Context: an optimization exercise on an open-source flow, tuned for small area. The choices shown serve that exercise and are no tape-out recipe. In this exercise RTL edits were held to simulation tests only and were not proved equivalent to the original. The flow treats the clock pin as an ideal source, which a real chip does not have. Power is estimated from default activity; no workload was simulated.

Design basys3, start of the top module:
module basys3(
    input clk,
    input rst,
    input [15:0] sw,
    input btn0,
    output [15:0] led,
    output [0:6] seg,
    output [3:0] digit,
    output sound,
    output [0:6] seg2,
    output seg2_sel
    );
    wire       press;
    wire [3:0] key;
    wire       w_display;
    wire       w_blink;
    wire [2:0] level;
    wire [2:0] level_next;
    wire [2:0] high;
    wire       judged;
    wire       miss;
    wire       next_level = judged & ~miss;
    wire       reset_game = judged & miss;
    reg start_seq;
    always @(posedge clk)
        start_seq <= rst | judged;
    inputs inputs_(
        .clk (clk),
        .rst (rst),
        .sw (sw),
        .press (press),
        .key (key)
    );
    clock clock_(
        .clk (clk),
        .rst (rst),
        .reset (reset_game),
        .clk_display (w_display),
        .clk_blink (w_blink)
    );
    seq_gen seq_gen_(
        .clk (clk),
        .rst (rst),
        .clk_blink (w_blink),
        .reset (reset_game),
        .start_seq (start_seq),
        .level (level),
        .led (led)
    );
    player_seq player_seq_(
        .clk (clk),
        .rst (rst),
        .restart (btn0),
        .press (press),
        .key (key),
        .level (level),
        .level_next (level_next),
        .judged (judged),
        .miss (miss)
    );
    tone_generator buzzer(
        .clk (clk),
        .rst (rst),
        .correct (next_level),
        .incorrect (reset_game),
        .sound (sound)
    );
    counter counter_(
        .clk (clk),
        .rst (rst),
        .judged (judged),
        .miss (miss),
        .level (level),
        .level_next (level_next),
        .high (high)
    );
    seg7_control seg7_(
        .clk (clk),
        .rst (rst),
        .clk_display (w_display),
        .reset (reset_game),
        .level (level),
        .seg (seg),
        .digit (digit)
    );
    seg7_2_control seg7_2(
        .level (high),
        .seg (seg2)
    );
    assign seg2_sel = 0;
endmodule
clock: 10.0 ns
lec_check: 0
cap_margin: 20
core_margin: 2
core_utilization: 40
slew_margin: 20
standard.sh (not shown) runs the stock make flow with config.mk's settings and CLKGATE_MAP_FILE= SYNTH_SCRIPT=/design/flow/synth_recipe.tcl, a recipe that flattens the netlist after the stock synthesis.
==> flow/flow/run.sh <==
#!/bin/bash
# The standard layout (standard.sh), with three changes made through the
# ORFS hooks it reads from the environment:
#  - port buffers are the smallest buffer, buf_1, instead of the one
#    buffer_ports picks by itself;
#  - the clock tree is built of clkbuf_4 without dummy loads;
#  - after clock tree synthesis, flow/post_cts.tcl upsizes the few tree
#    buffers whose flip-flops would see a slow clock edge.
# standard.sh writes each tool's log under orfs/logs; its own output goes to
# standard_flow.log.
set -euo pipefail
export BUFFER_PORTS_ARGS="-buffer_cell sky130_fd_sc_hd__buf_1"
export CTS_ARGS="-sink_clustering_enable -repair_clock_nets -dont_use_dummy_load -buf_list sky130_fd_sc_hd__clkbuf_4 -sink_clustering_size 20"
export POST_CTS_TCL="$(pwd)/flow/post_cts.tcl"
bash standard.sh > standard_flow.log 2>&1
==> flow/flow/post_cts.tcl <==
estimate_parasitics -placement
set upsized 0
foreach inst [get_cells *] {
  if {[get_property $inst ref_name] ne "sky130_fd_sc_hd__clkbuf_4"} { continue }
  set out [get_pins -of_objects $inst -filter "direction == output"]
  set net [get_nets -of_objects $out]
  set sinks [get_pins -of_objects $net -filter "direction == input"]
  # only buffers that drive flip-flops
  set ffs 0
  foreach p $sinks { if {[get_property $p name] eq "CLK"} { incr ffs } }
  if {$ffs == 0} { continue }
  set worst 0.0
  foreach p $sinks {
    foreach prop {slew_max_rise slew_max_fall} {
      set s [get_property $p $prop]
      if {[string is double -strict $s] && $s > $worst} { set worst $s }
    }
  }
  if {$worst > 0.105} {
    puts "upsizing [get_property $inst name]: [llength $sinks] sinks, slew $worst"
    replace_cell $inst [get_lib_cells sky130_fd_sc_hd__clkbuf_8]
    incr upsized
  }
}
puts "upsized $upsized clock buffers"
if {$upsized > 0} {
  detailed_placement
  estimate_parasitics -placement
}
==> next run, changes <==
--- a/flow/flow/post_cts.tcl
+++ b/flow/flow/post_cts.tcl
@@ -19 +19 @@
-  if {$worst > 0.105} {
+  if {$worst > 0.09} {
ABC_AREA = 1   (was not set)
Result: Register-to-register slack is better by 0.71 ns; power goes up by a few percent; clock-buffer cell count does not change; setup slack is better by 0.25 ns; maximum frequency goes up by a few percent; clock power goes up by a little under a tenth; via count goes up by roughly a tenth; wire length goes up by roughly a tenth.
==> next run, changes <==
ABC_AREA = not set   (was 1)
Outcome:
- The new run completed with no timing, DRC or antenna violations
- total power drops by 1.4%
- global-route usage drops by 1.3 points
- clock skew drops by 0.0063 ns
- flip-flop and latch count is unchanged
- final cell count drops by 12%
- cell area drops by 2.9%
- clock power climbs by about 3%
- non-clock buffer count climbs by 1
- wire length drops by 8.9%

[re-timing with driven ports]
No port has a modelled driver above. Below, the same layouts with a new extraction and two added sets of constraints. Step 1 assumes that a clkbuf_16 drives the clock port and a buf_2 every other input. Step 2 moves the port delays by t, midway between the first and last clock arrival at a register: inputs arrive t later, outputs are due t later. That takes back most of the time a late clock gives input paths. Slacks: ideal ports / drivers / drivers and shift; pairs: ideal ports / drivers.
run	shift t [ns]	setup slack, ns	latest minus earliest clock arrival (ns)
the first run	0.512	5.150 / 5.119 / 5.631	0.035 / 0.036
the second run	0.550	5.395 / 5.364 / 5.915	0.033 / 0.033
the third run	0.528	5.145 / 5.113 / 5.642	0.024 / 0.025
After both steps every run listed still meets setup and hold.
